From an optimization exercise on the open Yosys and OpenROAD flow, aimed at small area, a short achievable clock period and few clock cycles per item; shortcuts taken in it are not production practice.
In this exercise RTL edits were held to simulation tests only and were not proved equivalent to the original.

--- flow/config.mk ---
export PLATFORM = sky130hd
export DESIGN_NAME = multiplier
export DESIGN_NICKNAME = multiplier
export VERILOG_FILES = /design/flow/design.v
export SDC_FILE = /design/flow/constraint.sdc
export NUM_CORES = 4
export LEC_CHECK = 0
export CAP_MARGIN = 20
export CORE_MARGIN = 2
export CORE_UTILIZATION = 50
export PLACE_DENSITY = 0.65
export SETUP_SLACK_MARGIN = 5
export SLEW_MARGIN = 20
export TNS_END_PERCENT = 0
--- flow/constraint.sdc ---
create_clock -name core_clock -period 8.0 [get_ports {clk}]
set_input_delay 1.6000 -clock core_clock [delete_from_list [all_inputs] [get_ports {clk}]]
set_output_delay 1.6000 -clock core_clock [all_outputs]
set_load 0.01 [all_outputs]
--- flow/design.v ---
module multiplier(opA, opB, op_en, clk, rst, res, add, sub, done);
    input [31:0] opA, opB;
    input op_en, clk, rst;
    output [63:0] res;
    output reg [4:0] add, sub;
    output reg done;
    reg [31:0] X, Y;                  
    reg [1:0] cnt;                    
    reg [3:0] neg, one, two;          
    reg [63:0] r;                     
    reg first;                        
    reg cp;                           
    wire fA1 = (&opA[31:7] | ~|opA[31:7]);
    wire fA2 = (&opA[31:15] | ~|opA[31:15]);
    wire fA3 = (&opA[31:23] | ~|opA[31:23]);
    wire fB1 = (&opB[31:7] | ~|opB[31:7]);
    wire fB2 = (&opB[31:15] | ~|opB[31:15]);
    wire fB3 = (&opB[31:23] | ~|opB[31:23]);
    wire sw = (fA1 & ~fB1) | (fA2 & ~fB2) | (fA3 & ~fB3);
    wire fM1 = fA1 | fB1;
    wire fM2 = fA2 | fB2;
    wire fM3 = fA3 | fB3;
    reg [1:0] start;
    reg [8:0] wA, wB;
    always @(*) begin
        start = 2'd0;
        wA = {opA[7], opA[6], opA[5], opA[4], opA[3], opA[2], opA[1], opA[0], 1'b0};
        wB = {opB[7], opB[6], opB[5], opB[4], opB[3], opB[2], opB[1], opB[0], 1'b0};
        if (!fM1) begin start = 2'd1; wA = {opA[15], opA[14], opA[13], opA[12], opA[11], opA[10], opA[9], opA[8], opA[7]}; wB = {opB[15], opB[14], opB[13], opB[12], opB[11], opB[10], opB[9], opB[8], opB[7]}; end
        if (!fM2) begin start = 2'd2; wA = {opA[23], opA[22], opA[21], opA[20], opA[19], opA[18], opA[17], opA[16], opA[15]}; wB = {opB[23], opB[22], opB[21], opB[20], opB[19], opB[18], opB[17], opB[16], opB[15]}; end
        if (!fM3) begin start = 2'd3; wA = {opA[31], opA[30], opA[29], opA[28], opA[27], opA[26], opA[25], opA[24], opA[23]}; wB = {opB[31], opB[30], opB[29], opB[28], opB[27], opB[26], opB[25], opB[24], opB[23]}; end
    end
    function [11:0] enc;
        input [8:0] w;
        integer r;
        reg b0, b1, b2;
        begin
            for (r = 0; r < 4; r = r + 1) begin
                b0 = w[2*r]; b1 = w[2*r+1]; b2 = w[2*r+2];
                enc[r]       = b2 & ~(b1 & b0);
                enc[4 + r]   = b1 ^ b0;
                enc[8 + r] = (b2 & ~b1 & ~b0) | (~b2 & b1 & b0);
            end
        end
    endfunction
    reg [8:0] wn;
    always @(*) begin
        wn = {Y[7], Y[6], Y[5], Y[4], Y[3], Y[2], Y[1], Y[0], 1'b0};
        case (cnt)
            2'd2: wn = {Y[15], Y[14], Y[13], Y[12], Y[11], Y[10], Y[9], Y[8], Y[7]};
            2'd3: wn = {Y[23], Y[22], Y[21], Y[20], Y[19], Y[18], Y[17], Y[16], Y[15]};
            default: ;
        endcase
    end
    wire [33:0] m0 = ({34{two[0]}} & {X[31], X, 1'b0}) | ({34{one[0]}} & {{2{X[31]}}, X});
    wire [33:0] q0 = m0 ^ {34{neg[0]}};
    wire [33:0] u0 = {~q0[33], q0[32:0]};
    wire [33:0] m1 = ({34{two[1]}} & {X[31], X, 1'b0}) | ({34{one[1]}} & {{2{X[31]}}, X});
    wire [33:0] q1 = m1 ^ {34{neg[1]}};
    wire [33:0] u1 = {~q1[33], q1[32:0]};
    wire [33:0] m2 = ({34{two[2]}} & {X[31], X, 1'b0}) | ({34{one[2]}} & {{2{X[31]}}, X});
    wire [33:0] q2 = m2 ^ {34{neg[2]}};
    wire [33:0] u2 = {~q2[33], q2[32:0]};
    wire [33:0] m3 = ({34{two[3]}} & {X[31], X, 1'b0}) | ({34{one[3]}} & {{2{X[31]}}, X});
    wire [33:0] q3 = m3 ^ {34{neg[3]}};
    wire [33:0] u3 = {~q3[33], q3[32:0]};
    reg [63:0] ra;
    always @(*) begin
        ra = r;
        if (first) begin
            case (cnt)
                2'd0: ra = 64'hffffffff56000000;
                2'd1: ra = 64'hffffffff55560000;
                2'd2: ra = 64'hffffffff55555600;
                2'd3: ra = 64'hffffffff55555556;
                default: ra = 64'hffffffff56000000;
            endcase
        end
    end
    wire ts1, tc2; assign {tc2, ts1} = neg[3] + u0[6];
    wire ts3, tc4; assign {tc4, ts3} = u0[7] + u1[5];
    wire ts5, tc6; assign {tc6, ts5} = ra[0] + u0[8] + u1[6];
    wire ts7, tc8; assign {tc8, ts7} = ra[1] + u0[9] + u1[7];
    wire ts9, tc10; assign {tc10, ts9} = ra[2] + u0[10] + u1[8];
    wire ts11, tc12; assign {tc12, ts11} = ra[3] + u0[11] + u1[9];
    wire ts13, tc14; assign {tc14, ts13} = ra[4] + u0[12] + u1[10];
    wire ts15, tc16; assign {tc16, ts15} = ra[5] + u0[13] + u1[11];
    wire ts17, tc18; assign {tc18, ts17} = ra[6] + u0[14] + u1[12];
    wire ts19, tc20; assign {tc20, ts19} = ra[7] + u0[15] + u1[13];
    wire ts21, tc22; assign {tc22, ts21} = ra[8] + u0[16] + u1[14];
    wire ts23, tc24; assign {tc24, ts23} = ra[9] + u0[17] + u1[15];
    wire ts25, tc26; assign {tc26, ts25} = ra[10] + u0[18] + u1[16];
    wire ts27, tc28; assign {tc28, ts27} = ra[11] + u0[19] + u1[17];
    wire ts29, tc30; assign {tc30, ts29} = ra[12] + u0[20] + u1[18];
    wire ts31, tc32; assign {tc32, ts31} = ra[13] + u0[21] + u1[19];
    wire ts33, tc34; assign {tc34, ts33} = ra[14] + u0[22] + u1[20];
    wire ts35, tc36; assign {tc36, ts35} = ra[15] + u0[23] + u1[21];
    wire ts37, tc38; assign {tc38, ts37} = ra[16] + u0[24] + u1[22];
    wire ts39, tc40; assign {tc40, ts39} = ra[17] + u0[25] + u1[23];
    wire ts41, tc42; assign {tc42, ts41} = ra[18] + u0[26] + u1[24];
    wire ts43, tc44; assign {tc44, ts43} = ra[19] + u0[27] + u1[25];
    wire ts45, tc46; assign {tc46, ts45} = ra[20] + u0[28] + u1[26];
    wire ts47, tc48; assign {tc48, ts47} = ra[21] + u0[29] + u1[27];
    wire ts49, tc50; assign {tc50, ts49} = ra[22] + u0[30] + u1[28];
    wire ts51, tc52; assign {tc52, ts51} = ra[23] + u0[31] + u1[29];
    wire ts53, tc54; assign {tc54, ts53} = ra[24] + u0[32] + u1[30];
    wire ts55, tc56; assign {tc56, ts55} = ra[25] + u0[33] + u1[31];
    wire ts57, tc58; assign {tc58, ts57} = ra[26] + u1[32];
    wire ts59, tc60; assign {tc60, ts59} = ra[27] + u1[33];
    wire ts61, tc62; assign {tc62, ts61} = neg[2] + u0[4];
    wire ts63, tc64; assign {tc64, ts63} = u0[5] + u1[3];
    wire ts65, tc66; assign {tc66, ts65} = u1[4] + u2[2] + u3[0];
    wire ts67, tc68; assign {tc68, ts67} = u2[3] + u3[1] + tc2;
    wire ts69, tc70; assign {tc70, ts69} = u2[4] + u3[2] + tc4;
    wire ts71, tc72; assign {tc72, ts71} = u2[5] + u3[3] + tc6;
    wire ts73, tc74; assign {tc74, ts73} = u2[6] + u3[4] + tc8;
    wire ts75, tc76; assign {tc76, ts75} = u2[7] + u3[5] + tc10;
    wire ts77, tc78; assign {tc78, ts77} = u2[8] + u3[6] + tc12;
    wire ts79, tc80; assign {tc80, ts79} = u2[9] + u3[7] + tc14;
    wire ts81, tc82; assign {tc82, ts81} = u2[10] + u3[8] + tc16;
    wire ts83, tc84; assign {tc84, ts83} = u2[11] + u3[9] + tc18;
    wire ts85, tc86; assign {tc86, ts85} = u2[12] + u3[10] + tc20;
    wire ts87, tc88; assign {tc88, ts87} = u2[13] + u3[11] + tc22;
    wire ts89, tc90; assign {tc90, ts89} = u2[14] + u3[12] + tc24;
    wire ts91, tc92; assign {tc92, ts91} = u2[15] + u3[13] + tc26;
    wire ts93, tc94; assign {tc94, ts93} = u2[16] + u3[14] + tc28;
    wire ts95, tc96; assign {tc96, ts95} = u2[17] + u3[15] + tc30;
    wire ts97, tc98; assign {tc98, ts97} = u2[18] + u3[16] + tc32;
    wire ts99, tc100; assign {tc100, ts99} = u2[19] + u3[17] + tc34;
    wire ts101, tc102; assign {tc102, ts101} = u2[20] + u3[18] + tc36;
    wire ts103, tc104; assign {tc104, ts103} = u2[21] + u3[19] + tc38;
    wire ts105, tc106; assign {tc106, ts105} = u2[22] + u3[20] + tc40;
    wire ts107, tc108; assign {tc108, ts107} = u2[23] + u3[21] + tc42;
    wire ts109, tc110; assign {tc110, ts109} = u2[24] + u3[22] + tc44;
    wire ts111, tc112; assign {tc112, ts111} = u2[25] + u3[23] + tc46;
    wire ts113, tc114; assign {tc114, ts113} = u2[26] + u3[24] + tc48;
    wire ts115, tc116; assign {tc116, ts115} = u2[27] + u3[25] + tc50;
    wire ts117, tc118; assign {tc118, ts117} = u2[28] + u3[26] + tc52;
    wire ts119, tc120; assign {tc120, ts119} = u2[29] + u3[27] + tc54;
    wire ts121, tc122; assign {tc122, ts121} = u2[30] + u3[28] + tc56;
    wire ts123, tc124; assign {tc124, ts123} = u2[31] + u3[29] + tc58;
    wire ts125, tc126; assign {tc126, ts125} = ra[28] + u2[32] + u3[30];
    wire ts127, tc128; assign {tc128, ts127} = ra[29] + u2[33];
    wire ts129, tc130; assign {tc130, ts129} = neg[1] + u0[2];
    wire ts131, tc132; assign {tc132, ts131} = u0[3] + u1[1];
    wire ts133, tc134; assign {tc134, ts133} = u1[2] + u2[0] + ts61;
    wire ts135, tc136; assign {tc136, ts135} = u2[1] + tc62 + ts63;
    wire ts137, tc138; assign {tc138, ts137} = ts1 + tc64 + ts65;
    wire ts139, tc140; assign {tc140, ts139} = ts3 + tc66 + ts67;
    wire ts141, tc142; assign {tc142, ts141} = ts5 + tc68 + ts69;
    wire ts143, tc144; assign {tc144, ts143} = ts7 + tc70 + ts71;
    wire ts145, tc146; assign {tc146, ts145} = ts9 + tc72 + ts73;
    wire ts147, tc148; assign {tc148, ts147} = ts11 + tc74 + ts75;
    wire ts149, tc150; assign {tc150, ts149} = ts13 + tc76 + ts77;
    wire ts151, tc152; assign {tc152, ts151} = ts15 + tc78 + ts79;
    wire ts153, tc154; assign {tc154, ts153} = ts17 + tc80 + ts81;
    wire ts155, tc156; assign {tc156, ts155} = ts19 + tc82 + ts83;
    wire ts157, tc158; assign {tc158, ts157} = ts21 + tc84 + ts85;
    wire ts159, tc160; assign {tc160, ts159} = ts23 + tc86 + ts87;
    wire ts161, tc162; assign {tc162, ts161} = ts25 + tc88 + ts89;
    wire ts163, tc164; assign {tc164, ts163} = ts27 + tc90 + ts91;
    wire ts165, tc166; assign {tc166, ts165} = ts29 + tc92 + ts93;
    wire ts167, tc168; assign {tc168, ts167} = ts31 + tc94 + ts95;
    wire ts169, tc170; assign {tc170, ts169} = ts33 + tc96 + ts97;
    wire ts171, tc172; assign {tc172, ts171} = ts35 + tc98 + ts99;
    wire ts173, tc174; assign {tc174, ts173} = ts37 + tc100 + ts101;
    wire ts175, tc176; assign {tc176, ts175} = ts39 + tc102 + ts103;
    wire ts177, tc178; assign {tc178, ts177} = ts41 + tc104 + ts105;
    wire ts179, tc180; assign {tc180, ts179} = ts43 + tc106 + ts107;
    wire ts181, tc182; assign {tc182, ts181} = ts45 + tc108 + ts109;
    wire ts183, tc184; assign {tc184, ts183} = ts47 + tc110 + ts111;
    wire ts185, tc186; assign {tc186, ts185} = ts49 + tc112 + ts113;
    wire ts187, tc188; assign {tc188, ts187} = ts51 + tc114 + ts115;
    wire ts189, tc190; assign {tc190, ts189} = ts53 + tc116 + ts117;
    wire ts191, tc192; assign {tc192, ts191} = ts55 + tc118 + ts119;
    wire ts193, tc194; assign {tc194, ts193} = ts57 + tc120 + ts121;
    wire ts195, tc196; assign {tc196, ts195} = ts59 + tc122 + ts123;
    wire ts197, tc198; assign {tc198, ts197} = tc60 + tc124 + ts125;
    wire ts199, tc200; assign {tc200, ts199} = u3[31] + tc126 + ts127;
    wire ts201, tc202; assign {tc202, ts201} = ra[30] + u3[32] + tc128;
    wire ts203, tc204; assign {tc204, ts203} = ra[31] + u3[33];
    wire [40:0] rs = {tc204, tc202, tc200, tc198, tc196, tc194, tc192, tc190, tc188, tc186, tc184, tc182, tc180, tc178, tc176, tc174, tc172, tc170, tc168, tc166, tc164, tc162, tc160, tc158, tc156, tc154, tc152, tc150, tc148, tc146, tc144, tc142, tc140, tc138, tc136, tc134, tc132, tc130, u1[0], u0[1], neg[0]};
    wire [40:0] rc = {1'b0, ts203, ts201, ts199, ts197, ts195, ts193, ts191, ts189, ts187, ts185, ts183, ts181, ts179, ts177, ts175, ts173, ts171, ts169, ts167, ts165, ts163, ts161, ts159, ts157, ts155, ts153, ts151, ts149, ts147, ts145, ts143, ts141, ts139, ts137, ts135, ts133, ts131, ts129, 1'b0, u0[0]};
    wire [40:0] low = rs + rc;
    wire [23:0] hin = {ra[55:40] + cp, ra[39:32]};
    assign res = {r[63:40] + cp, r[39:0]};
    wire [31:0] B = opB;
    wire [31:0] rise = B & ~{B[30:0], 1'b0};
    wire [15:0] pr;
    genvar j;
    generate for (j = 0; j < 16; j = j + 1) begin : pair
        assign pr[j] = rise[2*j] | rise[2*j+1];
    end endgenerate
    wire ps205, pc206; assign {pc206, ps205} = pr[0] + pr[1] + pr[2];
    wire ps207, pc208; assign {pc208, ps207} = pr[3] + pr[4];
    wire ps209, pc210; assign {pc210, ps209} = pr[5] + pr[6] + pr[7];
    wire ps211, pc212; assign {pc212, ps211} = pr[8] + pr[9] + pr[10];
    wire ps213, pc214; assign {pc214, ps213} = pr[11] + pr[12] + pr[13];
    wire ps215, pc216; assign {pc216, ps215} = pr[14] + pr[15];
    wire ps217, pc218; assign {pc218, ps217} = ps205 + ps207 + ps209;
    wire ps219, pc220; assign {pc220, ps219} = pc206 + pc208 + pc210;
    wire ps221, pc222; assign {pc222, ps221} = pc212 + pc214;
    wire ps223, pc224; assign {pc224, ps223} = ps211 + ps213;
    wire ps225, pc226; assign {pc226, ps225} = pc216 + pc218 + ps219;
    wire ps227, pc228; assign {pc228, ps227} = ps215 + ps217;
    wire ps229, pc230; assign {pc230, ps229} = ps221 + pc224 + ps225;
    wire ps231, pc232; assign {pc232, ps231} = pc220 + pc222 + pc226;
    wire [4:0] ps = {1'b0, pc232, pc230, pc228, ps223};
    wire [4:0] pc = {1'b0, 1'b0, ps231, ps229, ps227};
    wire [4:0] m31 = {5{B[31]}};
    wire [4:0] as = ps ^ pc ^ m31;
    wire [4:0] ac = ((ps & pc) | (ps & m31) | (pc & m31)) << 1;
    always @(posedge clk) begin
        if (op_en) begin
            sub <= ps + pc;
            add <= as + ac;
        end
        if (op_en) {two, one, neg} <= enc(sw ? wA : wB);
        else {two, one, neg} <= enc(wn);
        if (op_en) cnt <= start;
        else cnt <= cnt - 1'b1;
        if (rst) begin
            done <= 1'b1;
        end else if (op_en) begin
            done <= 1'b0;
            X <= sw ? opB : opA;
            Y <= sw ? opA : opB;
            first <= 1'b1;
            cp <= 1'b0;
        end else if (!done) begin
            r <= {hin, low[39:0]};
            first <= 1'b0;
            cp <= low[40];
            if (cnt == 0) done <= 1'b1;
        end
    end
endmodule
--- flow/run.sh ---
#!/bin/bash
# synth_recipe.tcl (not shown) runs the flow's synth.tcl, then flattens the netlist and writes it again
# the make line also repeats each setting of config.mk as NAME=value (left out here)
make -C /OpenROAD-flow-scripts/flow DESIGN_CONFIG=/design/flow/config.mk WORK_HOME=/design/flow/orfs CLKGATE_MAP_FILE= SYNTH_SCRIPT=/design/flow/synth_recipe.tcl finish
==> metrics.md, run 1 <==
| Metric | Value |
|---|---|
| Setup WS post-layout | 2.988 ns |
| Initial antenna violation count | 0 |
| Synthesized flop and latch total | 147 |
| WL/cell | 20.48 um |
| Routability congestion estimate from global placement | a little under 1 |
| Remaining antenna violation count | 0 |
| Max-cap viol count | 0 |
| Worst setup path startpoint | opA[27] |
| # hold bufs at CTS | 0 |
| Synth Flop Type | edfxtp_1 |
| Cells after synthesis | 1555 |
| Core ar. | 29560 um^2 |
| Hold Path Class | reg -> reg |
| # rows | 63 |
| Multi-input gate area | 9871 um^2 |
| Worst slew margin | a little over two fifths |
| Hold Vio Cnt, Final | 0 |
| Port Buffers | 141 |
| WHS | between 0.5 and 0.6 ns |
| CP arrival | around 5.3 ns |
| Clock sinks | 147 |
| Area leader, netlist | edfxtp_1 |
| DP Worst Slack | about 2 ns |
| DRT Pass-1 Iters | 5 |
| Sequential-to-total area share from yosys stat | 28.42% |
| Vias per cell | between 5 and 6 |
| Final critical-path required period | roughly 5 ns |
| Average size of a mapped cell | 9.648 um^2 |
| Iter 0 DRT Violations | 1219 |
| DIE WIDTH | between 150 and 200 um |
| Nets | 1879 |
| TritonCTS clock tree | done |
| Layout cell share with drive strength beyond 1 | 14.93% |
| Die Y | around 180 um |
| Syn nets | 1806 |
| I/O Pins | 142 |
| CTS Root Cell | clkbuf_16 |
| Hpwl dp | 31.51 mm |
| RSZ-0062 raised after global routing | yes |
| Vias in the first global route | 11602 |
| Post-synthesis cell area | 15000 um^2 |
| FF-to-FF Start | first$_SDFFCE_PP1P_ |
| Initial core utilization | between 50 and 60% |
| DRC | 0 |
| Layout area overhead | 17.79% |
| Worst Setup End Kind | register |
| First-pass GRT wire length | 64.89 mm |
| # setup viols final | 0 |
| CP max stage delay | 0.58 ns |
| Die area | between 30000 and 40000 um^2 |
| Cells after DPL | 1954 |
| WL final | 41.59 mm |
| Number of flops mapped to enable cells by yosys | 132 |
| Worst Max-Slew Pin Slew | 0.8517 ns |
| Critical path's top delay family | simple AND/OR/NAND/NOR gates |
| Gr usage total | 26.75% |
| Yosys cell types | 66 |
| Worst-Skew Late Latency | 0.43 ns |
| Skew final | 0.007489 ns |
| Min-delay src | cnt[0]$_DFF_P_ |
| Number of inserted diodes | 0 |
| Final period util | approximately 63% |
| Non-filler cells, final | about 2000 |
| Storage element area | 4288 um^2 |
| CTS Buf Count | 17 |
| Status | no timing/DRC/antenna violations |
| CP Cell Sequence | clkdlybuf4s50_1 > or4_4 > or4_4 > a2bb2oi_2 > o32a_4 > nand2_8 > mux2_2 > o22ai_1 > o22ai_2 > ha_1 > mux2_2 |
| CP max stage cell | or4_4 |
| Setup CP Type | in -> reg |
| Startpoint Class | input pin |
| CP required | around 8.3 ns |
| Synth top area cells | edfxtp_1 (26%), fa_1 (14%), xor2_1 (8.1%) |
| H-tree depth | 4 |
| Max Freq | 199.5 MHz |
| Largest net degree at the start of global routing | 65 |
| Total gr overflow | 0 |
| Fin Setup TNS | 0 ns |
| Crit-path max FO | 11 |
| Fill cell count | 2549 |
| Slew Limit Fails | 0 |
| Synth warn | 1 |
| Share of async-settable or async-resettable flops after synthesis | 0% |
| Crit path buf inv count | 1 |
| Vias | 11948 |
| CTS max path bufs | 2 |
| Share of the synthesized area in the top cell type | 26.42% |
| Reg clk slew, reported paths | approximately 0.060 ns |
## through the flow
step | utilization [%] | area [um^2]
floorplan | - | 15010
global placement | 55.18 | 16310
detailed placement | 55.18 | 16310
CTS | 58.13 | 17180
global route | 59.78 | 17670
finish | 59.78 | 17670
## flip-flops by register name (all words and copies together), names as in the netlist
signal  cells
r          64
X          32
Y          24
add         5
sub         5
neg         4
one         4
two         4
cnt         2
cp          1
done        1
first       1
## timing repair
| item | in CTS | in global routing |
|---|---|---|
| resized for setup | 107 | 75 |
| setup buffers | 11 | 28 |
| cloned | 3 | 3 |
| pin swaps | 20 | 20 |
| endpoints found under the setup margin | 280 | 288 |
## final timing paths
path,slack [ns],to,cells after the start
max,2.99,one[1]$_DFF_P_,11
min,0.52,cnt[0]$_DFF_P_,1
max reg2reg,3.07,r[33]$_DFFE_PP_,17
min reg2reg,0.52,cnt[0]$_DFF_P_,1
## kinds of logic after synthesis
family	Yosys count	share of synthesized area, %
flip-flops	147	28.42
buffers and inverters	287	8.465
AND/OR/NAND/NOR	309	10.16
multiplexers	55	4.037
adder cells (fa/ha/maj)	184	20.65
AO/OA/AOI/OAI	374	16.65
XOR/XNOR	199	11.62
## synth_stat cells (all sizes together), types with 59 or more instances
cell	number
clkbuf	94
inv	137
nor2	59
ha	78
a22oi	127
edfxtp	132
nand2	92
fa	106
xnor2	60
xor2	139
a21oi	74
o21ai	68
## cells in the final DEF, fill, tap and decap left out, drive strengths merged, types with 23 or more instances in the layout
cell type / count
clkdlybuf4s50: 122
inv: 137
ha: 78
mux2: 44
xor2: 139
nand2: 93
clkbuf: 23
xnor2: 60
nor3: 26
o21ai: 68
buf: 68
a22oi: 127
fa: 106
edfxtp: 132
a21o: 28
nor2: 61
a21oi: 74
nand3: 31
## layer usage
| layer | wire (um) | part of all wire [%] | GRT usage (%) |
|---|---|---|---|
| met1 | 19000 | 46 | 38.96 |
| met2 | 18550 | 45 | 40.05 |
| met3 | 2765 | 6.6 | 4.639 |
| met4 | 1269 | 3.1 | 9.366 |
| met5 | 0 | 0 | 0 |
## cell type report
type | instances | share of cell area (%)
Tap cell | 390 | 2.761
Clock inverter | 13 | 1.041
Inverter | 137 | 2.931
Sequential cell | 147 | 24.27
Timing Repair Buffer | 199 | 10.61
Multi-Input combinational cell | 1124 | 55.86
Clock buffer | 19 | 2.450
Timing Repair inverter | 2 | 0.08497
Testbench counts, summed over its fixed seeds: cycles 4,819, ops 1,600.
==> run 2, diff against run 1 <==
--- a/flow/config.mk
+++ b/flow/config.mk
@@ -9,4 +9,5 @@
 export CORE_MARGIN = 2
-export CORE_UTILIZATION = 50
-export PLACE_DENSITY = 0.65
+export CORE_UTILIZATION = 60
+export CTS_CLUSTER_SIZE = 30
+export PLACE_DENSITY = 0.7
 export SETUP_SLACK_MARGIN = 5
==> metrics.md, run 2 <==
| Metric | Value |
|---|---|
| CP arrival | 5.20 ns (-0.13 ns) |
| Initial core utilization | 61.33% (+11 points) |
| Number of inserted diodes | 0 (unchanged) |
| Post-Route Utilization | 71.30% (+12 points) |
| Yosys cell types | 66 (unchanged) |
| Worst Setup End Kind | register |
| TritonCTS clock tree | done |
| Clock sinks | 147 (unchanged) |
| Die Y | 162.1 um (-8.5%) |
| Fin Setup TNS | 0 ns (unchanged) |
| DRT Pass-1 Iters | 6 (+1) |
| Post-synthesis compound-gate area fraction | 16.65% (unchanged) |
| Layout cell share with drive strength beyond 1 | 14.03% (-0.90 points) |
| Post-synthesis cell area | 15000 um^2 (unchanged) |
| Worst slew margin | 42.35% (-0.88 points) |
| Startpoint Class | input pin |
| Final period util | 62.49% (-0.15 points) |
| Hpwl dp | 31.95 mm (+1.4%) |
| Number of flops mapped to enable cells by yosys | 132 (unchanged) |
| Routability congestion estimate from global placement | 0.9428 (-2.0%) |
| Most common cell after layout, fill and taps aside | xor2_1 |
| Die area | 26280 um^2 (-16%) |
| Synth Flop Type | edfxtp_1 |
| CTS Buf Count | 17 (unchanged) |
| CTS Root Cell | clkbuf_16 |
| Layout area overhead | 16.26% |
| Final critical-path required period | 5.000 ns (-0.01205 ns) |
| Number of flip-flops in the largest register | 64 (unchanged) |
| Crit-path max FO | 6 (-5) |
| Status | no timing/DRC/antenna violations |
| Cells after synthesis | 1555 (unchanged) |
| DRC | 0 (unchanged) |
| I/O Pins | 142 (unchanged) |
| Port Buffers | 141 (unchanged) |
| Iter 0 DRT Violations | 1381 (+13%) |
| Vias per cell | 6.159 (+4.7%) |
| Hold Vio Cnt, Final | 0 (unchanged) |
| Share of async-settable or async-resettable flops after synthesis | 0% (unchanged) |
| WL/cell | 21.46 um (+4.8%) |
| Most frequent cells in the layout | xor2_1 (139), edfxtp_1 (132), inv_1 (129) |
| Top-count cell post-synth | xor2_1 |
| # hold bufs at CTS | 0 (unchanged) |
| Hold Path Class | reg -> reg |
| Setup CP Type | in -> reg |
| # rows | 57 (-9.5%) |
| Synth warn | 1 (unchanged) |
| Total gr overflow | 0 (unchanged) |
| H-tree depth | 4 (unchanged) |
| Core ar. | 24460 um^2 (-17%) |
| Worst Max-Slew Pin Slew | 0.8648 ns (+0.01315 ns) |
| Largest register by flop count | r |
| Gr usage total | 32.35% (+5.6 points) |
| CTS max path bufs | 2 (unchanged) |
| Nets | 1877 (-0.11%) |
| Sequential-to-total area share from yosys stat | 28.42% (unchanged) |
| First-pass GRT wire length | 65.53 mm (+0.99%) |
| Synth Area in Adders | 20.65% (unchanged) |
| Simple-gate share of the synthesized area | 10.16% (unchanged) |
| Max-cap viol count | 0 (unchanged) |
| WL final | 42.12 mm (+1.3%) |
| Largest net degree at the start of global routing | 65 (unchanged) |
| Post-Synth XOR/XNOR Area | 11.62% (unchanged) |
| Top flop regs | r x64, X x32, Y x24 |
| Vias | 12091 (+1.2%) |
| Average size of a mapped cell | 9.648 um^2 (unchanged) |
| CP required | 8.20 ns (-0.12 ns) |
| Worst-Skew Late Latency | 0.44 ns (about the same) |
| Remaining antenna violation count | 0 (unchanged) |
| Synth top area cells | edfxtp_1 (26%), fa_1 (14%), xor2_1 (8.1%) |
| Synthesized flop and latch total | 147 (unchanged) |
| # setup viols final | 0 (unchanged) |
| Largest family of logic cells by synthesized area | adder cells |
| Initial antenna violation count | 0 (unchanged) |
| Top cells by count, synth | xor2_1 (139), inv_1 (136), edfxtp_1 (132), a22oi_1 (127), fa_1 (106) |
| RSZ-0062 raised after global routing | yes |
| DIE WIDTH | 162.1 um (-8.5%) |
| Skew final | 0.01127 ns (+0.003780 ns) |
| Reg clk slew, reported paths | 0.07 ns (about the same) |
| Syn nets | 1806 (unchanged) |
| Slew Limit Fails | 0 (unchanged) |
| Share of the synthesized area in the top cell type | 26.42% (unchanged) |
| Vias in the first global route | 11959 (+3.1%) |
| Area leader, netlist | edfxtp_1 |
| Max Freq | 200.0 MHz (+0.24%) |
| Post-synthesis mux area share | 4.037% (unchanged) |
run 2: cell counts after synthesis:
Identical to the previous run, type by type.
run 2: cells by family (layout without fill, tap and decap cells):
family	Yosys count	in the layout
AO/OA/AOI/OAI	374	374
multiplexers	55	55
adder cells (fa/ha/maj)	184	184
buffers and inverters	287	369
flip-flops	147	147
AND/OR/NAND/NOR	309	311
XOR/XNOR	199	199
run 2: worst max-delay path, stage by stage:
cell and delay [ns]:
clkdlybuf4s15_2 0.24, o21ai_2 0.17, fa_2 0.47, fa_2 0.38, fa_1 0.52, inv_2 0.04, fa_2 0.53, inv_2 0.04
fa_1 0.44, inv_2 0.08, ha_4 0.12, inv_2 0.03, fa_2 0.50, inv_1 0.03
run 2: stage by stage:
stage	hold slack (ns)	setup WS, ns	cell area [um^2]	cells
floorplan	0.4539	2.760	15010	1555
global placement	0.4670	2.036	16210	1886
detailed placement	0.4876	2.017	16210	1886
CTS	0.5211	2.957	17110	1940
global route	0.5620	2.797	17440	1963
finish	0.5350	3.000	17440	1963
run 2: repair_timing:
action,CTS,global route
buffers inserted,18,21
pin swaps,21,10
gates cloned,4,2
setup endpoints to repair,277,282
gates resized for setup,110,50
run 2: path summary, 6_finish.rpt:
path	startpoint	cells after the start	endpoint	slack [ns]
worst min-delay path	cnt[0]$_DFF_P_	1	cnt[0]$_DFF_P_	0.53
worst max register to register	X[8]$_DFFE_PP_	17	r[33]$_DFFE_PP_	3.05
worst max-delay path	opB[15]	14	add[2]$_DFFE_PP_	3.00
worst min register to register	cnt[0]$_DFF_P_	1	cnt[0]$_DFF_P_	0.53
run 2: routing by layer:
metal	track usage, %	up-vias	share of wire [%]
met3	4.392	95	6.2
li1	-	5586	-
met1	43.56	5851	42
met2	52.03	559	47
met4	15.41	0	4.9
met5	0	-	0
run 2: layout make-up:
cell class / instances / area, um^2
Inverter: 137 / 518.0
Sequential cell: 147 / 4292
Timing Repair inverter: 2 / 15.01
Multi-Input combinational cell: 1123 / 9754
Clock buffer: 17 / 425.4
Tap cell: 324 / 405.4
Clock inverter: 15 / 132.6
Timing Repair Buffer: 198 / 1898
Fill cell: 1894 / 7022
==> run 3, diff against run 2 <==
--- a/flow/config.mk
+++ b/flow/config.mk
@@ -9,5 +9,5 @@
 export CORE_MARGIN = 2
-export CORE_UTILIZATION = 60
+export CORE_UTILIZATION = 70
 export CTS_CLUSTER_SIZE = 30
-export PLACE_DENSITY = 0.7
+export PLACE_DENSITY = 0.8
 export SETUP_SLACK_MARGIN = 5
==> metrics.md, run 3 <==
| Metric | Value |
|---|---|
| Syn nets | 1806 (unchanged) |
| Top-count cell post-synth | xor2_1 |
| Gr busiest metal | met2 |
| Final period util | 65.23% (+2.7 points) |
| Worst-Skew Late Latency | 0.44 ns (about the same) |
| CTS Root Cell | clkbuf_16 |
| Startpoint Class | register |
| CP arrival | 5.40 ns (+0.20 ns) |
| Die area | 22620 um^2 (-14%) |
| Die Y | 150.4 um (-7.2%) |
| Nets | 1883 (+0.32%) |
| Top cells by count, synth | xor2_1 (139), inv_1 (136), edfxtp_1 (132), a22oi_1 (127), fa_1 (106) |
| Cells after synthesis | 1555 (unchanged) |
| Synth Flop Type | edfxtp_1 |
| WL final | 49.69 mm (+18%) |
| Number of flip-flops in the largest register | 64 (unchanged) |
| CTS max path bufs | 2 (unchanged) |
| Skew final | 0.01169 ns (+0.0004230 ns) |
| # rows | 53 (-7.0%) |
| RSZ-0062 raised after global routing | yes |
| Status | no timing/DRC/antenna violations |
| DRC | 0 (unchanged) |
| Average size of a mapped cell | 9.648 um^2 (unchanged) |
| Layout cell share with drive strength beyond 1 | 15.20% (+1.2 points) |
| Remaining antenna violation count | 0 (unchanged) |
| Setup CP Type | reg -> reg |
| Slew Limit Fails | 0 (unchanged) |
| Reg clk slew, reported paths | 0.06 ns (about the same) |
| Yosys cell types | 66 (unchanged) |
| Clock sinks | 147 (unchanged) |
| DRT Pass-1 Iters | 10 (+4) |
| R2R depth | 17 (unchanged) |
| Vias | 13552 (+12%) |
| Area leader, netlist | edfxtp_1 |
| Number of flops mapped to enable cells by yosys | 132 (unchanged) |
| Port Buffers | 141 (unchanged) |
| Top flop regs | r x64, X x32, Y x24 |
| Worst slew margin | 39.97% (-2.4 points) |
| Synth top area cells | edfxtp_1 (26%), fa_1 (14%), xor2_1 (8.1%) |
| TritonCTS clock tree | done |
| Hold Path Class | reg -> reg |
| Iter 0 DRT Violations | 2251 (+63%) |
| CP required | 8.18 ns (-0.02 ns) |
| Most common cell after layout, fill and taps aside | xor2_1 |
| First-pass GRT wire length | 68.52 mm (+4.6%) |
| H-tree depth | 4 (unchanged) |
| Worst Max-Slew Pin Slew | 0.9004 ns (+0.03558 ns) |
| M3 GR Usage | 8.515% (+4.1 points) |
| Global routing usage on met1 | 52.36% (+8.8 points) |
| CTS Buf Count | 17 (unchanged) |
| Worst Setup End Kind | register |
| Vias in the first global route | 12501 (+4.5%) |
| Largest net degree at the start of global routing | 65 (unchanged) |
| Total gr overflow | 0 (unchanged) |
| Number of inserted diodes | 0 (unchanged) |
| Max Freq | 191.6 MHz (-4.2%) |
| Most frequent cells in the layout | xor2_1 (139), edfxtp_1 (132), inv_1 (131) |
| WL/cell | 25.88 um (+21%) |
| Met2 Track Usage GR | 64.18% (+12 points) |
| Hold Path Stages | 1 (unchanged) |
| Post-synthesis cell area | 15000 um^2 (unchanged) |
| Share of async-settable or async-resettable flops after synthesis | 0% (unchanged) |
| Max-cap viol count | 0 (unchanged) |
| Final critical-path required period | 5.218 ns (+0.2188 ns) |
| Post-Route Utilization | 83.57% (+12 points) |
| Hpwl dp | 31.75 mm (-0.62%) |
| Initial core utilization | 71.36% (+10 points) |
| Core ar. | 21020 um^2 (-14%) |
| Share of the synthesized area in the top cell type | 26.42% (unchanged) |
| Layout area overhead | 17.11% |
| Initial antenna violation count | 1 (+1) |
| Routability congestion estimate from global placement | 1.007 (+6.8%) |
| Synthesized flop and latch total | 147 (unchanged) |
| Largest register by flop count | r |
| Non-filler cells, final | 1920 (-2.2%) |
| Vias per cell | 7.058 (+15%) |
| Crit-path max FO | 24 (+18) |
| DIE WIDTH | 150.4 um (-7.2%) |
| # setup viols final | 0 (unchanged) |
| Fill cell count | 1026 (-46%) |
| Fin Setup TNS | 0 ns (unchanged) |
| Sequential-to-total area share from yosys stat | 28.42% (unchanged) |
| Hold Vio Cnt, Final | 0 (unchanged) |
| Gr usage total | 40.00% (+7.6 points) |
| Cells after DPL | 1836 (-2.7%) |
| Synth warn | 1 (unchanged) |
| I/O Pins | 142 (unchanged) |
[run 3: worst max-delay path: stages, from the launching register on]
cell and delay (ns):
dfxtp_2 0.47, buf_4 0.36, a22oi_1 0.16, xor2_1 0.28
fa_1 0.51, fa_1 0.54, inv_1 0.07, ha_1 0.43
a21o_1 0.23, a311o_1 0.35, nand2_1 0.28, o21ai_4 0.14
a211oi_4 0.33, o31ai_4 0.14, a221oi_2 0.29, buf_4 0.18
o21ai_1 0.07, xnor2_1 0.12
[run 3: metal layers]
metal  vias up  routed length, um  part of all wire (%)
met5         -                  0                     0
met4         0               3380                   6.8
met3       313               6443                    13
met2      1318              22700                    46
met1      6320              17160                    35
li1       5601                  -                     -
[run 3: worst paths after layout]
check,startpoint,slack (ns),endpoint
worst max register to register,one[2]$_DFF_P_,2.78,r[33]$_DFFE_PP_
worst min-delay path,r[36]$_DFFE_PP_,0.53,r[44]$_SDFFCE_PP1P_
worst min register to register,r[36]$_DFFE_PP_,0.53,r[44]$_SDFFCE_PP1P_
worst max-delay path,one[2]$_DFF_P_,2.78,r[33]$_DFFE_PP_
[run 3: final cells by class]
| cell class | instances | area (um^2) | area share [%] |
|---|---|---|---|
| clock inverters | 12 | 203.9 | 1.161 |
| multi-input cells | 1123 | 9853 | 56.09 |
| inverters | 137 | 518.0 | 2.949 |
| flip-flops and latches | 147 | 4295 | 24.45 |
| clock buffers | 20 | 446.7 | 2.543 |
| well taps | 275 | 344.1 | 1.959 |
| repair buffers | 204 | 1892 | 10.77 |
| repair inverters | 2 | 15.01 | 0.08546 |
[run 3: kinds of logic after synthesis]
| logic type | after synthesis | share of synthesized area [%] |
|---|---|---|
| compound gates | 374 | 16.65 |
| simple gates | 309 | 10.16 |
| buf+inv | 287 | 8.465 |
| xor+xnor | 199 | 11.62 |
| fa+ha+maj | 184 | 20.65 |
| flops | 147 | 28.42 |
| mux | 55 | 4.037 |
[run 3: stage by stage]
stage | setup slack (ns) | cell area, um^2 | hold slack [ns]
floorplan | 2.760 | 15010 | 0.4539
global placement | 2.043 | 16150 | 0.4630
detailed placement | 1.994 | 16150 | 0.4835
CTS | 2.963 | 17140 | 0.5289
global route | 2.510 | 17570 | 0.5551
finish | 2.782 | 17570 | 0.5296
[run 3: repair_timing]
item / CTS / global route
gates resized for setup: 118 / 55
pin swaps: 19 / 17
gates cloned: 3 / 2
endpoints found under the setup margin: 271 / 284
hold buffers: 0 / 0
buffers inserted: 15 / 32
==> run 4, diff against run 3 <==
--- a/flow/config.mk
+++ b/flow/config.mk
@@ -9,6 +9,6 @@
 export CORE_MARGIN = 2
-export CORE_UTILIZATION = 70
+export CORE_UTILIZATION = 55
 export CTS_CLUSTER_SIZE = 30
-export PLACE_DENSITY = 0.8
-export SETUP_SLACK_MARGIN = 5
+export PLACE_DENSITY = 0.7
+export SETUP_SLACK_MARGIN = 4.5
 export SLEW_MARGIN = 20
==> metrics.md, run 4 <==
| Metric | Value |
|---|---|
| Status | no timing/DRC/antenna violations |
| Initial core utilization | 55.82% (-16 points) |
| Post-synthesis cell area | 15000 um^2 (unchanged) |
| Met3 wire len | 3.328 mm (-48%) |
| Remaining antenna violation count | 0 (unchanged) |
| Worst Max-Slew Pin Slew | 0.8627 ns (-0.03767 ns) |
| Synth top area cells | edfxtp_1 (26%), fa_1 (14%), xor2_1 (8.1%) |
| H-tree depth | 4 (unchanged) |
| WL/cell | 21.24 um (-18%) |
| Largest register by flop count | r |
| DRT Pass-1 Iters | 6 (-4) |
| Share of async-settable or async-resettable flops after synthesis | 0% (unchanged) |
| Largest net degree at the start of global routing | 65 (unchanged) |
| Iter 0 DRT Violations | 1433 (-36%) |
| Top Metal Used | met4 |
| Core ar. | 26880 um^2 (+28%) |
| Worst-Skew Late Latency | 0.44 ns (about the same) |
| Number of flip-flops in the largest register | 64 (unchanged) |
| Layout cell share with drive strength beyond 1 | 14.29% (-0.90 points) |
| # setup viols final | 0 (unchanged) |
| Synthesized flop and latch total | 147 (unchanged) |
| Yosys cell types | 66 (unchanged) |
| Port Buffers | 141 (unchanged) |
| Max-cap viol count | 0 (unchanged) |
| Skew final | 0.01648 ns (+0.004789 ns) |
| Number of flops mapped to enable cells by yosys | 132 (unchanged) |
| Cells after synthesis | 1555 (unchanged) |
| Post-Route Utilization | 64.91% (-19 points) |
| CTS Root Cell | clkbuf_16 |
| Worst Setup End Kind | register |
| CP max stage cell | or4_4 |
| Total gr overflow | 0 (unchanged) |
| Crit path buf inv count | 1 (-2) |
| Vias | 12101 (-11%) |
| Slew Limit Fails | 0 (unchanged) |
| Syn nets | 1806 (unchanged) |
| CTS max path bufs | 2 (unchanged) |
| Average size of a mapped cell | 9.648 um^2 (unchanged) |
| Hold Vio Cnt, Final | 0 (unchanged) |
| CP arrival | 5.36 ns (-0.04 ns) |
| Sequential-to-total area share from yosys stat | 28.42% (unchanged) |
| Top cells by count, synth | xor2_1 (139), inv_1 (136), edfxtp_1 (132), a22oi_1 (127), fa_1 (106) |
| Startpoint Class | input pin |
| Top flop regs | r x64, X x32, Y x24 |
| Vias in the first global route | 11525 (-7.8%) |
| I/O Pins | 142 (unchanged) |
| Die area | 28610 um^2 (+27%) |
| Routability congestion estimate from global placement | 0.9491 (-5.8%) |
| Crit-path max FO | 6 (-75%) |
| Reg clk slew, reported paths | 0.07 ns (about the same) |
| Gr usage total | 29.11% (-11 points) |
| # hold bufs at CTS | 0 (unchanged) |
| Synth warn | 1 (unchanged) |
| Initial antenna violation count | 0 (-1) |
| Area leader, netlist | edfxtp_1 |
| Setup CP Type | in -> reg |
| Final critical-path required period | 5.035 ns (-0.1830 ns) |
| Max Freq | 198.6 MHz (+3.6%) |
| WL final | 41.86 mm (-16%) |
| Nets | 1868 (-0.80%) |
| Critical path's top delay family | simple AND/OR/NAND/NOR gates |
| Cell mode on critical path | or4_4 |
| Final period util | 62.94% (-2.3 points) |
| Die Y | 169.2 um (+12%) |
| RSZ-0062 raised after global routing | yes |
| Worst slew margin | 42.48% (+2.5 points) |
| Most frequent cells in the layout | xor2_1 (139), edfxtp_1 (132), inv_1 (131) |
| Fill cell count | 2199 (+110%) |
| Hpwl dp | 31.20 mm (-1.7%) |
| TritonCTS clock tree | done |
| # rows | 60 (+13%) |
| Top-count cell post-synth | xor2_1 |
| Number of inserted diodes | 0 (unchanged) |
| CP required | 8.33 ns (+0.15 ns) |
| Vias per cell | 6.140 (-13%) |
| DIE WIDTH | 169.2 um (+12%) |
| Layout area overhead | 16.28% |
| Clock sinks | 147 (unchanged) |
| CP Cell Sequence | clkdlybuf4s50_1 > or4_4 > or4_4 > a2bb2oi_2 > o32a_4 > nand2_4 > mux2_1 > o22ai_1 > o31ai_2 > ha_1 > mux2_2 |
| Fin Setup TNS | 0 ns (unchanged) |
| Synth Flop Type | edfxtp_1 |
| CTS Buf Count | 17 (unchanged) |
| Hold Path Class | reg -> reg |
| First-pass GRT wire length | 64.35 mm (-6.1%) |
| Met2 wire len | 18.66 mm (-18%) |
| Most common cell after layout, fill and taps aside | xor2_1 |
| Share of the synthesized area in the top cell type | 26.42% (unchanged) |
| M1 WL | 18.48 mm (+7.7%) |
| CP max stage delay | 0.57 ns (+0.03 ns) |
| DRC | 0 (unchanged) |
[run 4: cell counts after synthesis]
No cell type changed its count.
[run 4: path summary, 6_finish.rpt]
check | start | endpoint | slack (ns) | cells after the start
worst min register to register | cnt[0]$_DFF_P_ | cnt[0]$_DFF_P_ | 0.52 | 1
worst max-delay path | opA[27] | one[2]$_DFF_P_ | 2.96 | 11
worst min-delay path | cnt[0]$_DFF_P_ | cnt[0]$_DFF_P_ | 0.52 | 1
worst max register to register | first$_SDFFCE_PP1P_ | cp$_SDFFCE_PP0P_ | 3.08 | 19
[run 4: routing by layer]
layer  track usage (%)  vias up
met5                 0        -
met4             10.63        0
met3             4.618       74
met2             44.42      598
met1             42.12     5868
li1                  -     5561
[run 4: what timing repair did]
action / 4_1_cts / 5_1_grt
gates resized for setup: 113 / 62
pin swaps: 21 / 17
buffers inserted: 13 / 15
cloned: 3 / 3
setup endpoints to repair: 194 / 194
[run 4: through the flow]
stage / instances / worst slack [ns] / hold slack [ns] / instance area (um^2)
6_report: 1971 / 2.965 / 0.5214 / 17440
3_3_place_gp: 1905 / 2.065 / 0.4699 / 16250
2_1_floorplan: 1555 / 2.760 / 0.4539 / 15010
5_1_grt: 1971 / 2.848 / 0.5551 / 17440
4_1_cts: 1953 / 2.973 / 0.5219 / 17160
3_5_place_dp: 1905 / 2.042 / 0.4764 / 16250
[run 4: cell families after synthesis]
| logic type | after synthesis | synth area share, % |
|---|---|---|
| AOI/OAI and AO/OA | 374 | 16.65 |
| buffers and inverters | 287 | 8.465 |
| adders and majority gates | 184 | 20.65 |
| DFF | 147 | 28.42 |
| xor gates and xnor gates | 199 | 11.62 |
| muxes | 55 | 4.037 |
| and+or+nand+nor | 309 | 10.16 |
[run 4: final cells by class]
| type | instances | area (um^2) | area share (%) |
|---|---|---|---|
| multi-input cells | 1124 | 9837 | 56.39 |
| clock inverters | 8 | 61.31 | 0.3515 |
| inverters | 137 | 518.0 | 2.969 |
| clock buffers | 24 | 535.5 | 3.070 |
| well taps | 341 | 426.7 | 2.446 |
| flip-flops and latches | 147 | 4294 | 24.62 |
| repair inverters | 2 | 15.01 | 0.08607 |
| repair buffers | 188 | 1757 | 10.07 |
==> run 5, diff against run 4 <==
--- a/flow/config.mk
+++ b/flow/config.mk
@@ -9,6 +9,6 @@
 export CORE_MARGIN = 2
-export CORE_UTILIZATION = 55
+export CORE_UTILIZATION = 60
 export CTS_CLUSTER_SIZE = 30
 export PLACE_DENSITY = 0.7
-export SETUP_SLACK_MARGIN = 4.5
+export SETUP_SLACK_MARGIN = 3.5
 export SLEW_MARGIN = 20
==> metrics.md, run 5 <==
| Metric | Value |
|---|---|
| Initial antenna violation count | 0 (unchanged) |
| CP required | 8.20 ns (-0.13 ns) |
| Skew final | 0.01127 ns (-0.005212 ns) |
| Cells after synthesis | 1555 (unchanged) |
| Largest net degree at the start of global routing | 65 (unchanged) |
| Remaining antenna violation count | 0 (unchanged) |
| DRT Pass-1 Iters | 6 (unchanged) |
| Final critical-path required period | 5.000 ns (-0.03581 ns) |
| Most frequent cells in the layout | xor2_1 (139), edfxtp_1 (132), inv_1 (129) |
| Iter 0 DRT Violations | 1381 (-3.6%) |
| Fill cell count | 1894 (-14%) |
| CP max stage delay | 0.53 ns (-0.04 ns) |
| Vias in the first global route | 11959 (+3.8%) |
| Core ar. | 24460 um^2 (-9.0%) |
| Most common cell after layout, fill and taps aside | xor2_1 |
| Setup CP Type | in -> reg |
| Final period util | 62.49% (-0.45 points) |
| Worst Setup End Kind | register |
| Hold worst-path end | cnt[0]$_DFF_P_ |
| CTS max path bufs | 2 (unchanged) |
| Setup WS post-layout | 3.000 ns (+0.03581 ns) |
| Area leader, netlist | edfxtp_1 |
| Placed Instance Area | 16210 um^2 (-0.22%) |
| Max-cap viol count | 0 (unchanged) |
| Post-synthesis cell area | 15000 um^2 (unchanged) |
| Synth top area cells | edfxtp_1 (26%), fa_1 (14%), xor2_1 (8.1%) |
| Final non-filler cell area | 17440 um^2 (about the same) |
| Status | no timing/DRC/antenna violations |
| First-pass GRT wire length | 65.53 mm (+1.8%) |
| Routability congestion estimate from global placement | 0.9428 (-0.66%) |
| CTS Root Cell | clkbuf_16 |
| Number of flops mapped to enable cells by yosys | 132 (unchanged) |
| Top flop regs | r x64, X x32, Y x24 |
| Top cells by count, synth | xor2_1 (139), inv_1 (136), edfxtp_1 (132), a22oi_1 (127), fa_1 (106) |
| Die area | 26280 um^2 (-8.1%) |
| Vias | 12091 (-0.083%) |
| Non-filler cells, final | 1963 (-0.41%) |
| # hold bufs at CTS | 0 (unchanged) |
| Hold Path Class | reg -> reg |
| Average size of a mapped cell | 9.648 um^2 (unchanged) |
| WL/cell | 21.46 um (+1.0%) |
| Nets | 1877 (+0.48%) |
| Max Freq | 200.0 MHz (+0.72%) |
| Vias per cell | 6.159 (+0.32%) |
| DRC | 0 (unchanged) |
| Syn nets | 1806 (unchanged) |
| Sequential-to-total area share from yosys stat | 28.42% (unchanged) |
| WL final | 42.12 mm (+0.64%) |
| Fin Setup TNS | 0 ns (unchanged) |
| Cells after DPL | 1886 (-1.0%) |
| Number of inserted diodes | 0 (unchanged) |
| # setup viols final | 0 (unchanged) |
| CTS Buf Count | 17 (unchanged) |
| Crit path buf inv count | 6 (+5) |
| Hold Vio Cnt, Final | 0 (unchanged) |
| Worst-Skew Late Latency | 0.44 ns (about the same) |
| R2R depth | 17 (-2) |
| Gr usage total | 32.35% (+3.2 points) |
| Layout cell share with drive strength beyond 1 | 14.03% (-0.26 points) |
| CP Cell Sequence | clkdlybuf4s15_2 > o21ai_2 > fa_2 > fa_2 > fa_1 > inv_2 > fa_2 > inv_2 > fa_1 > inv_2 > ha_4 > inv_2 > fa_2 > inv_1 |
| Critical path's top delay family | adder cells |
| R2R setup slack | 3.05 ns (-0.03 ns) |
| DIE WIDTH | 162.1 um (-4.2%) |
| Startpoint Class | input pin |
| Layout area overhead | 16.26% (about the same) |
| RSZ-0062 raised after global routing | yes |
| Share of the synthesized area in the top cell type | 26.42% (unchanged) |
| I/O Pins | 142 (unchanged) |
| R2r endpoint | r[33]$_DFFE_PP_ |
| Synth warn | 1 (unchanged) |
| Clock sinks | 147 (unchanged) |
| Port Buffers | 141 (unchanged) |
| DP Worst Slack | 2.017 ns (-0.02546 ns) |
| Number of flip-flops in the largest register | 64 (unchanged) |
| Worst Max-Slew Pin Slew | 0.8648 ns (+0.002088 ns) |
| Crit-path max FO | 6 (unchanged) |
| Share of async-settable or async-resettable flops after synthesis | 0% (unchanged) |
| Die Y | 162.1 um (-4.2%) |
| Top-count cell post-synth | xor2_1 |
| Synthesized flop and latch total | 147 (unchanged) |
| FF-to-FF Start | X[8]$_DFFE_PP_ |
| Reg clk slew, reported paths | 0.07 ns (about the same) |
| Yosys cell types | 66 (unchanged) |
| CP max stage cell | fa_2 |
| Min-delay src | cnt[0]$_DFF_P_ |
| Total gr overflow | 0 (unchanged) |
| Initial core utilization | 61.33% (+5.5 points) |
| TritonCTS clock tree | done |
| H-tree depth | 4 (unchanged) |
| Hpwl dp | 31.95 mm (+2.4%) |
| # rows | 57 (-5.0%) |
| Slew Limit Fails | 0 (unchanged) |
| Synth Flop Type | edfxtp_1 |
| Hold Path Stages | 1 (unchanged) |
| Largest register by flop count | r |
| CP arrival | 5.20 ns (-0.16 ns) |
| Worst slew margin | 42.35% (-0.14 points) |
| Critical path depth in cells | 14 (+3) |
==> run 5: worst reg2reg max path: cells and delay by family, from the launching register on <==
family | cells | cell delay, ns
AOI/OAI and AO/OA | 8 | 1.81
adders and majority gates | 4 | 1.72
and+or+nand+nor | 1 | 0.16
xor gates and xnor gates | 2 | 0.26
buffers and inverters | 2 | 0.25
DFF | 1 | 0.50
==> run 5: cells by family after synthesis <==
family	after synthesis	share of synthesized area (%)
DFF	147	28.42
muxes	55	4.037
and+or+nand+nor	309	10.16
adders and majority gates	184	20.65
xor gates and xnor gates	199	11.62
AOI/OAI and AO/OA	374	16.65
buffers and inverters	287	8.465
==> run 5: cell type report <==
class	count	area, um^2	share of cell area, %
Clock buffer	17	425.4	2.439
Clock inverter	15	132.6	0.7605
Inverter	137	518.0	2.970
Multi-Input combinational cell	1123	9754	55.93
Sequential cell	147	4292	24.61
Tap cell	324	405.4	2.324
Timing Repair Buffer	198	1898	10.88
Timing Repair inverter	2	15.01	0.08609
==> run 5: how the worst max path moves through the flow <==
| stage | startpoint | end |
|---|---|---|
| 6_report | opB[15] | add[2]$_DFFE_PP_ |
| 5_1_grt | X[8]$_DFFE_PP_ | r[33]$_DFFE_PP_ |
| 4_1_cts | opB[1] | add[2]$_DFFE_PP_ |
| 3_5_place_dp | opB[15] | add[3]$_DFFE_PP_ |
| 3_3_place_gp | opA[23] | one[3]$_DFF_P_ |
| 2_1_floorplan | opB[1] | add[2]$_DFFE_PP_ |
==> run 5: routing by layer <==
layer / global-route usage (%) / vias to the layer above / share of wire, %
li1: - / 5586 / -
met1: 43.56 / 5851 / 42
met2: 52.03 / 559 / 47
met3: 4.392 / 95 / 6.2
met4: 15.41 / 0 / 4.9
met5: 0 / - / 0
==> run 5: what timing repair did <==
item | in CTS | in global routing
setup endpoints to repair | 88 | 57
setup buffers | 18 | 21
pin swaps | 21 | 10
resized for setup | 110 | 50
gates cloned | 4 | 2
==> run 5: metrics by stage <==
stage / util (%) / hold slack, ns
final: 71.30 / 0.5350
after global routing: 71.30 / 0.5620
after CTS: 69.92 / 0.5211
after detailed placement: 66.28 / 0.4876
after global placement: 66.28 / 0.4670
after floorplan: - / 0.4539

re-timing with driven ports:
No port has a modelled driver above. Below, the same layouts with a new extraction and two added sets of constraints.
Step 1: set_driving_cell puts a clkbuf_16 on clk and a buf_2 on each other input, an assumption about the parent block.
Step 2 moves the port delays by t, midway between the first and last clock arrival at a register: inputs arrive t later, outputs are due t later. That takes back most of the time a late clock gives input paths.
a / b / c = no drivers / after step 1 / after step 2; a / b = the first two.
| run | t (ns) | setup WS [ns] | worst setup path at the end | clock arrival spread, ns |
|---|---|---|---|---|
| run 1 | 0.483 | 2.988 / 3.010 / 2.526 | input to register | 0.008 / 0.009 |
| run 2 | 0.482 | 3.000 / 3.024 / 2.542 | input to register | 0.012 / 0.011 |
| run 3 | 0.483 | 2.782 / 2.782 / 2.489 | input to register | 0.012 / 0.012 |
| run 4 | 0.477 | 2.965 / 2.983 / 2.505 | input to register | 0.017 / 0.017 |
| run 5 | 0.482 | 3.000 / 3.024 / 2.542 | input to register | 0.012 / 0.011 |
After both steps every run listed still meets setup and hold. The setup slack of run 1, which loses most, moves by +0.022 ns with the drivers and by -0.462 ns with both steps.
